Background: an optimization exercise with open tools, aiming at small area and a short achievable clock period. Do not read the settings as production practice. In this exercise RTL edits were held to simulation tests only and were not proved equivalent to the original. No driver is modelled on the clock port, so clocking that relies on it looks cheaper here than on a real chip. Power figures rest on the tool's default switching activity, not on a simulated workload.

## build 33
==> flow/design.v (excerpt) <==
module systolic_4x4(    input  wire clk,
                        input  wire rst,
                        input  wire [31: 0] x_flat,    
                        input  wire [31: 0] y_flat,    
                        output wire [255:0] out_flat,  
                        output wire done
        );
Size: ~4700 cells after synthesis, roughly 850 flip-flops, roughly 320 I/O pins, ~55000 µm² of cells after synthesis.
Settings: LEC_CHECK=0, CAP_MARGIN=20, CORE_MARGIN=2, CORE_UTILIZATION=65, CTS_BUF_LIST=sky130_fd_sc_hd__clkbuf_8 sky130_fd_sc_hd__clkbuf_16, CTS_CLUSTER_DIAMETER=80, CTS_CLUSTER_SIZE=24, PLACE_DENSITY=0.75, SETUP_SLACK_MARGIN=1.9, SLEW_MARGIN=20, SYNTH_HIERARCHICAL=1, SYNTH_MINIMUM_KEEP_SIZE=0; clock period 5.5 ns.
run.sh (not shown) runs the stock make flow with config.mk's settings and CLKGATE_MAP_FILE= SYNTH_SCRIPT=/design/flow/synth_recipe.tcl, a recipe that flattens the netlist after the stock synthesis.
Relative to build 33, the following input files were edited for build 31:
Settings: CORE_UTILIZATION: 65 -> 75; SETUP_SLACK_MARGIN: 1.9 -> 1.5; PLACE_DENSITY: 0.75 -> 0.85.
==> flow/flow/run.sh (new file) <==
#!/bin/bash
# Layout flow: the standard synthesis; then every combinational cell that
# synthesis mapped at a drive strength above 1 is set to drive strength 1
# (timing repair later sizes up what needs it); then the standard layout,
# with the port buffers made of sky130_fd_sc_hd__buf_1 cells.
set -euo pipefail
bash standard.sh synth > synth.log 2>&1
openroad -no_init -exit flow/downsize.tcl > downsize.log 2>&1
export BUFFER_PORTS_ARGS="-buffer_cell sky130_fd_sc_hd__buf_1"
bash standard.sh > layout.log 2>&1
==> flow/flow/downsize.tcl (new file) <==
# Set combinational cells of 1_synth.odb to drive strength 1 where the
# library has that variant.  Registers, buffers and clock cells are left alone.
set r orfs/results/$::env(FLOW_PLATFORM)/systolic_4x4/base
read_db $r/1_synth.odb
set db [ord::get_db]
set n 0
set saved 0.0
foreach inst [[ord::get_db_block] getInsts] {
  set name [[$inst getMaster] getName]
  if {![regexp {^(sky130_fd_sc_hd__([a-z0-9]+))_([0-9]+)$} $name -> base kind drive]} { continue }
  if {$drive <= 1} { continue }
  if {[regexp {^(df|sdf|edf|dl|buf|clk|conb|tap|fill|decap|diode|lpflow|probe|bufbuf|bufinv)} $kind]} { continue }
  set m [$db findMaster ${base}_1]
  if {$m == "NULL" || $m == ""} { continue }
  set saved [expr {$saved + ([[$inst getMaster] getWidth] - [$m getWidth]) * [$m getHeight] / 1e6}]
  $inst swapMaster $m
  incr n
}
puts "downsized $n cells, [format %.1f $saved] um2"
write_db $r/1_synth.odb
==> flow/standard.sh (new file) <==
#!/bin/bash
# synth_recipe.tcl (not shown) runs the flow's synth.tcl, then flattens the netlist and writes it again
# the make line also repeats each setting of config.mk as NAME=value (left out here)
make -C /OpenROAD-flow-scripts/flow DESIGN_CONFIG=/design/flow/config.mk WORK_HOME=/design/flow/orfs CLKGATE_MAP_FILE= SYNTH_SCRIPT=/design/flow/synth_recipe.tcl "${@:-finish}"
removed: flow/run.sh
[summary]
Between build 33 and build 31, number of setup buffers added after CTS is higher for build 33, build 31 comes in under that.
Build 31 vs build 33: cell count down by a little under 10%
For the share of total power in sequential cells, build 31 came in 7.5 points higher than build 33 did.
Going from build 33 to build 31, post-CTS clock slew at the launch and capture registers of the worst setup and hold paths essentially unchanged, cell area after layout decreased 13000 µm², synthesized cell count essentially unchanged.
Build 31 vs. build 33: sequential share of layout area grew by 4.7 points; sequential power saw a decrease.
[inputs] build 27 vs build 31
Settings: a change of PLACE_DENSITY from 0.85 to 0.75; a change of CORE_UTILIZATION from 75 to 65.
==> flow/flow/run.sh <==
#!/bin/bash
# Layout flow: the standard synthesis, then every combinational cell that
# synthesis mapped at a drive strength above 1 is set to drive strength 1
# (timing repair later sizes up what needs it), then the standard layout.
set -euo pipefail
R=orfs/results/${FLOW_PLATFORM}/systolic_4x4/base
bash standard.sh synth > synth.log 2>&1
openroad -no_init -exit flow/downsize.tcl > downsize.log 2>&1
bash standard.sh > layout.log 2>&1
### Flow results
Relative to build 31, detailed-route wire length per cell has gone down in build 27. Between build 27 and build 31, the difference in hold buffer count at CTS is negligible. Build 27 ends up with a post-synthesis to final-layout area growth that is 5.2 points higher than in build 31. Looking at highest net fanout along the worst path, build 27 sits above build 31. [compare] base=build 31 new=build 27: row count shows an increase of 7, maximum number of pins on one net before global-route repair shows a reduction of about 40%. Taking build 31 as the reference, in build 27 proportion of power drawn by combinational gates shows an increase of 0.5 points; setup slack shows an increase of 33 ps.

========
## north
systolic_4x4, a different RTL version from the one above (not shown whole).
Size in the first run: about 52,000 µm² of cells after synthesis.
==> flow/design.v (excerpt) <==
module systolic_4x4(    input  wire clk,
                        input  wire rst,
                        input  wire [31: 0] x_flat,    
                        input  wire [31: 0] y_flat,    
                        output wire [255:0] out_flat,  
                        output wire done
        );
    reg  [7:0]  xo  [15:0];
    reg  [11:0] yo  [15:0];      
    wire [11:0] ytop [3:0];      
    reg  [15:0] acc [15:0];
    reg  [15:0] out [15:0];
    wire [15:0] sum [15:0];      
    wire [15:0] out_d [15:0];
    reg  [3:0]  counter;
    reg         done_r;
    reg  [4:1]  warm;            
    reg  [15:0] keep;            
    assign done = done_r;
    wire snap = (counter == 4'd10);
    wire ld   = snap & ~rst;     
    wire kp   = ~snap & ~rst;    
    genvar gi, gj, gb;
    generate
        for (gj = 0; gj < 4; gj = gj + 1) begin : g_enc
            BENC e0 (.b2(y_flat[8*gj+1]), .b1(y_flat[8*gj+0]), .b0(1'b0),
                     .one(ytop[gj][0]), .two(ytop[gj][1]), .neg(ytop[gj][2]));
            BENC e1 (.b2(y_flat[8*gj+3]), .b1(y_flat[8*gj+2]), .b0(y_flat[8*gj+1]),
                     .one(ytop[gj][3]), .two(ytop[gj][4]), .neg(ytop[gj][5]));
            BENC e2 (.b2(y_flat[8*gj+5]), .b1(y_flat[8*gj+4]), .b0(y_flat[8*gj+3]),
                     .one(ytop[gj][6]), .two(ytop[gj][7]), .neg(ytop[gj][8]));
            BENC e3 (.b2(y_flat[8*gj+7]), .b1(y_flat[8*gj+6]), .b0(y_flat[8*gj+5]),
                     .one(ytop[gj][9]), .two(ytop[gj][10]), .neg(ytop[gj][11]));
        end
        for (gi = 0; gi < 4; gi = gi + 1) begin : g_row
            for (gj = 0; gj < 4; gj = gj + 1) begin : g_col
                localparam integer N = 4*gi + gj;
                localparam integer K = (gi > gj) ? gi : gj;
                always @(posedge clk) keep[N] <= ~rst & warm[K+1];
                wire [15:0] acc_in = acc[N] & {16{keep[N]}};
                PE_int8 pe (.acc(acc_in), .x(xo[N]), .yb(yo[N]), .s(sum[N]));
  ...
Settings: LEC_CHECK=0, CAP_MARGIN=20, CORE_MARGIN=2, CORE_UTILIZATION=65, CTS_BUF_LIST=sky130_fd_sc_hd__clkbuf_8 sky130_fd_sc_hd__clkbuf_16, CTS_CLUSTER_DIAMETER=80, CTS_CLUSTER_SIZE=24, PLACE_DENSITY=0.75, SETUP_SLACK_MARGIN=1.5, SLEW_MARGIN=20, SYNTH_HIERARCHICAL=1, SYNTH_MINIMUM_KEEP_SIZE=0, TNS_END_PERCENT=20; clock period 5.5 ns.
standard.sh (not shown) runs the stock make flow with config.mk's settings and CLKGATE_MAP_FILE= SYNTH_SCRIPT=/design/flow/synth_recipe.tcl, a recipe that flattens the netlist after the stock synthesis.
==> flow/flow/run.sh <==
#!/bin/bash
# Layout flow:
#  1. the standard synthesis;
#  2. every combinational cell that synthesis mapped at a drive strength
#     above 1 is set to drive strength 1 (timing repair later sizes up what
#     needs it);
#  3. the standard floorplan, placement and clock tree, with the port
#     buffers made of sky130_fd_sc_hd__buf_1 cells;
#  4. the accumulator and out registers get their clock through a short
#     chain of clock cells per leaf clock net (skew for the MAC paths,
#     flow/skew.tcl);
#  5. the standard routing and finishing (timing repair aiming at
#     2.7 ns of setup slack).
set -euo pipefail
bash standard.sh synth > synth.log 2>&1
openroad -no_init -exit flow/downsize.tcl > downsize.log 2>&1
export BUFFER_PORTS_ARGS="-buffer_cell sky130_fd_sc_hd__buf_1"
bash standard.sh cts > layout_cts.log 2>&1
openroad -no_init -exit flow/skew.tcl > skew.log 2>&1
bash standard.sh SETUP_SLACK_MARGIN=2.7 > layout.log 2>&1
Other scripts of this flow, unchanged in this note and not shown: flow/flow/downsize.tcl, flow/flow/skew.tcl
The flow did not stop early for north: all stages ran, and the layout cleared the timing, DRC and antenna checks.
Inputs modified between north and south:
diff --git a/flow/flow/run.sh b/flow/flow/run.sh
--- a/flow/flow/run.sh
+++ b/flow/flow/run.sh
@@ -13 +13 @@
-#     2.7 ns of setup slack).
+#     2.4 ns of setup slack).
@@ -20 +20 @@
-bash standard.sh SETUP_SLACK_MARGIN=2.7 > layout.log 2>&1
+bash standard.sh SETUP_SLACK_MARGIN=2.4 > layout.log 2>&1
diff --git a/flow/config.mk b/flow/config.mk
--- a/flow/config.mk
+++ b/flow/config.mk
@@ -13,0 +14 @@
+export HOLD_SLACK_MARGIN = 0.1
@@ -19 +19,0 @@
-export TNS_END_PERCENT = 20
Notes after the runs:
Of north and south, south shows the higher clock-buffer cell count, with north below it. [compare] base=north new=south: leakage power total decreased by 2.3% relative to the old numbers, first-pass GRT wire length has remained practically unchanged, net load switching power moved down. Re worst path setup slack after routing: north and south aren't equal, and the higher value belongs to south. south against north: CTS sink count flat, required time of the critical path down 120 ps, non-clock buffer count down 102, detailed-routing iteration count for the pre-antenna-repair pass down 1. Between north and south, the flow reports post-cts resize count increasing by more than 10%.
Setup changes, south to east
diff --git a/flow/flow/run.sh b/flow/flow/run.sh
--- a/flow/flow/run.sh
+++ b/flow/flow/run.sh
@@ -12,2 +12 @@
-#  5. the standard routing and finishing (timing repair aiming at
-#     2.4 ns of setup slack).
+#  5. the standard routing and finishing.
@@ -20 +19 @@
-bash standard.sh SETUP_SLACK_MARGIN=2.4 > layout.log 2>&1
+bash standard.sh > layout.log 2>&1
diff --git a/flow/config.mk b/flow/config.mk
--- a/flow/config.mk
+++ b/flow/config.mk
@@ -14 +13,0 @@
-export HOLD_SLACK_MARGIN = 0.1
## What came out
- east -> south: flip-flop and latch count delta 0, exact match
- south → east: period utilization +4.0 points; post-synthesis cell count ~0 delta; CTS buffer count ~0 delta.
- Reported for east and south, global-route track usage on met2 turned out identical to the last digit.
- From south to east the numbers moved as follows: arrival time reported for the critical path endpoint picked up an extra 220 ps, sequential share of power picked up an extra 2.9 points, setup slack lost 220 ps.
- As far as global route total overflow is concerned, east and south perform about the same.
- Relative to south, the storage element area of east is lower by 3.1%.

========
systolic_4x4, a different RTL version from the one above (not shown whole).
For scale: roughly 5,400 cells after synthesis, ~730 flip-flops, about 320 I/O pins.
clock: 5.5 ns
lec_check: 0
cap_margin: 20
core_margin: 2
core_utilization: 65
cts_buf_list: sky130_fd_sc_hd__clkbuf_4 sky130_fd_sc_hd__clkbuf_8
place_density: 0.75
setup_slack_margin: 1.5
slew_margin: 20
synth_hierarchical: 1
synth_minimum_keep_size: 0
run.sh (not shown) runs the stock make flow with config.mk's settings and CLKGATE_MAP_FILE= SYNTH_SCRIPT=/design/flow/synth_recipe.tcl, a recipe that flattens the netlist after the stock synthesis.
Stock flow here: none of the scripts above is used.
The starting point produced a clean layout.
Rerun with:
Settings changed: SETUP_SLACK_MARGIN 1.5 to unset.
Result: The changed run finished with timing, DRC and antenna clean. Count of clock-buffer cells in the layout stays the same. Area after synthesis stays the same. Power is lower by 18%.

========
Another version of the RTL of systolic_4x4 (not shown whole).
For scale: about 5300 cells after synthesis, about 780 flip-flops, about 56000 um2 of cells after synthesis.
make LEC_CHECK=0 CAP_MARGIN=20 CORE_MARGIN=2 CORE_UTILIZATION=65 CTS_BUF_LIST='sky130_fd_sc_hd__clkbuf_8 sky130_fd_sc_hd__clkbuf_16' CTS_CLUSTER_DIAMETER=100 CTS_CLUSTER_SIZE=30 PLACE_DENSITY=0.75 SETUP_SLACK_MARGIN=1.5 SLEW_MARGIN=20 SYNTH_HIERARCHICAL=1 SYNTH_MINIMUM_KEEP_SIZE=0 finish   # period 5.5 ns
Change:
- CTS_BUF_LIST: sky130_fd_sc_hd__clkbuf_8 sky130_fd_sc_hd__clkbuf_16 -> sky130_fd_sc_hd__clkbuf_4 sky130_fd_sc_hd__clkbuf_8
- CTS_CLUSTER_DIAMETER: 100 -> default
- CTS_CLUSTER_SIZE: 30 -> default
Outcome: Setup slack gets better by 0.011 ns. Non-clock buffer count decreases by 12. Fmax hardly moves. Total power increases by 8.1%. Synthesized area stays the same. Routed wire length increases by 2.5%. Global-route usage increases by 0.78 points.

========
wip/ember:
systolic_4x4 with an RTL version that a note above also has.
Size in the first run: ~4,700 cells after synthesis, about 320 I/O pins, roughly 0.052 mm^2 of cells after synthesis.
Settings: LEC_CHECK=0, CAP_MARGIN=20, CORE_MARGIN=2, CORE_UTILIZATION=65, CTS_BUF_LIST=sky130_fd_sc_hd__clkbuf_8 sky130_fd_sc_hd__clkbuf_16, CTS_CLUSTER_DIAMETER=80, CTS_CLUSTER_SIZE=24, PLACE_DENSITY=0.75, SETUP_SLACK_MARGIN=1.5, SLEW_MARGIN=20, SYNTH_HIERARCHICAL=1, SYNTH_MINIMUM_KEEP_SIZE=0, TNS_END_PERCENT=5; clock period 5.5 ns.
standard.sh (not shown) runs the stock make flow with config.mk's settings and CLKGATE_MAP_FILE= SYNTH_SCRIPT=/design/flow/synth_recipe.tcl, a recipe that flattens the netlist after the stock synthesis.
==> flow/flow/run.sh <==
#!/bin/bash
# Layout flow:
#  1. the standard synthesis;
#  2. every combinational cell that synthesis mapped at a drive strength
#     above 1 is set to drive strength 1 (timing repair later sizes up what
#     needs it);
#  3. the standard floorplan, placement and clock tree, with the port
#     buffers made of sky130_fd_sc_hd__buf_1 cells;
#  4. the accumulator and out registers get their clock through a short
#     chain of clock cells per leaf clock net (skew for the MAC paths,
#     flow/skew.tcl);
#  5. the standard routing and finishing (timing repair aiming at
#     2.4 ns of setup slack).
set -euo pipefail
bash standard.sh synth > synth.log 2>&1
openroad -no_init -exit flow/downsize.tcl > downsize.log 2>&1
export BUFFER_PORTS_ARGS="-buffer_cell sky130_fd_sc_hd__buf_1"
bash standard.sh cts > layout_cts.log 2>&1
openroad -no_init -exit flow/skew.tcl > skew.log 2>&1
bash standard.sh SETUP_SLACK_MARGIN=2.4 > layout.log 2>&1
Other scripts of this flow, unchanged in this note and not shown: flow/flow/downsize.tcl, flow/flow/skew.tcl
### wip/ember -> wip/nickel
Settings: clearing TNS_END_PERCENT, which used to be 5.
diff --git a/flow/flow/run.sh b/flow/flow/run.sh
--- a/flow/flow/run.sh
+++ b/flow/flow/run.sh
@@ -6,3 +6,4 @@
 #     needs it);
-#  3. the standard floorplan, placement and clock tree, with the port
+#  3. the standard floorplan, placement and clock tree (timing repair
+#     aiming at 1.0 ns of setup slack), with the port
 #     buffers made of sky130_fd_sc_hd__buf_1 cells;
@@ -12,3 +13,3 @@
 #  5. the standard routing and finishing (timing repair aiming at
-#     2.4 ns of setup slack).
+#     1.8 ns of setup slack).
 set -euo pipefail
@@ -17,4 +18,4 @@
 export BUFFER_PORTS_ARGS="-buffer_cell sky130_fd_sc_hd__buf_1"
-bash standard.sh cts > layout_cts.log 2>&1
+bash standard.sh SETUP_SLACK_MARGIN=1.0 cts > layout_cts.log 2>&1
 openroad -no_init -exit flow/skew.tcl > skew.log 2>&1
-bash standard.sh SETUP_SLACK_MARGIN=2.4 > layout.log 2>&1
+bash standard.sh SETUP_SLACK_MARGIN=1.8 > layout.log 2>&1
==> comparison <==
- wip/nickel has post-placement worst setup slack above what wip/ember had.
- Re timing-limited maximum frequency: wip/ember and wip/nickel aren't equal, and the higher value belongs to wip/ember.
- Between wip/ember and wip/nickel, the cell count is higher for wip/ember.
- Sort wip/ember and wip/nickel by power per cell area asc -> top: wip/nickel
Here is what was changed in the inputs of wip/onyx compared with wip/nickel.
Settings: TNS_END_PERCENT now 20, previously not set.
diff --git a/flow/flow/run.sh b/flow/flow/run.sh
--- a/flow/flow/run.sh
+++ b/flow/flow/run.sh
@@ -6,4 +6,3 @@
 #     needs it);
-#  3. the standard floorplan, placement and clock tree (timing repair
-#     aiming at 1.0 ns of setup slack), with the port
+#  3. the standard floorplan, placement and clock tree, with the port
 #     buffers made of sky130_fd_sc_hd__buf_1 cells;
@@ -13,3 +12,3 @@
 #  5. the standard routing and finishing (timing repair aiming at
-#     1.8 ns of setup slack).
+#     2.4 ns of setup slack).
 set -euo pipefail
@@ -18,4 +17,4 @@
 export BUFFER_PORTS_ARGS="-buffer_cell sky130_fd_sc_hd__buf_1"
-bash standard.sh SETUP_SLACK_MARGIN=1.0 cts > layout_cts.log 2>&1
+bash standard.sh cts > layout_cts.log 2>&1
 openroad -no_init -exit flow/skew.tcl > skew.log 2>&1
-bash standard.sh SETUP_SLACK_MARGIN=1.8 > layout.log 2>&1
+bash standard.sh SETUP_SLACK_MARGIN=2.4 > layout.log 2>&1
Notes after the runs:
- Clock distribution area overhead in the final layout | wip/onyx below wip/nickel
- Total power went up by more than 10% going from wip/nickel to wip/onyx.
- Non-clock buffer count (wip/onyx over wip/nickel): increase, 14%

## afterwards: timing with drivers on the ports
No port has a modelled driver above. Below, the same layouts with a new extraction and two added sets of constraints. Step 1, drivers: a clkbuf_16 drives clk and a buf_2 each remaining input, both assumed. Step 2, shift: input delay + t, output delay - t, t = (earliest + latest rising clock arrival at the registers) / 2. This alone moves slack from input paths to output paths. a / b / c = ideal ports / drivers / drivers and shift; a / b = the first two.
| run | shift t [ns] | setup slack, ns | latest minus earliest clock arrival (ns) | worst register clock-pin slew, ns |
|---|---|---|---|---|
| build 33 | 0.700 | 1.691 / 1.691 / 1.555 | 0.032 / 0.033 | 0.10 / 0.10 |
| build 31 | 0.697 | 1.517 / 1.517 / 1.517 | 0.036 / 0.036 | 0.10 / 0.10 |
| build 27 | 0.692 | 1.550 / 1.550 / 1.550 | 0.042 / 0.042 | 0.10 / 0.10 |
| north | 1.099 | 2.332 / 2.280 / 2.092 | 0.882 / 0.882 | 0.09 / 0.09 |
| south | 1.105 | 2.379 / 2.351 / 2.379 | 0.891 / 0.891 | 0.09 / 0.09 |
| east | 1.097 | 2.158 / 2.158 / 2.158 | 0.888 / 0.888 | 0.09 / 0.09 |
| the first run of note 3 | 0.913 | 1.367 / 1.367 / 1.367 | 0.049 / 0.049 | 0.07 / 0.07 |
| the second run of note 3 | 0.897 | 0.782 / 0.782 / 0.782 | 0.048 / 0.047 | 0.07 / 0.07 |
| the first run of note 4 | 0.669 | 1.476 / 1.476 / 1.476 | 0.028 / 0.028 | 0.11 / 0.11 |
| the second run of note 4 | 0.896 | 1.487 / 1.487 / 1.487 | 0.044 / 0.044 | 0.07 / 0.07 |
| wip/ember | 1.081 | 2.357 / 2.287 / 2.038 | 0.862 / 0.862 | 0.09 / 0.09 |
| wip/nickel | 1.095 | 1.981 / 1.981 / 1.981 | 0.887 / 0.887 | 0.09 / 0.09 |
| wip/onyx | 1.093 | 2.355 / 2.284 / 2.018 | 0.884 / 0.883 | 0.09 / 0.09 |
Clock arrivals are far apart in 6 of these runs, so t is only a midpoint there and step 2 fits no single register. The setup slack of wip/onyx, which loses most, moves by -0.071 ns with the drivers and by -0.337 ns with both steps.
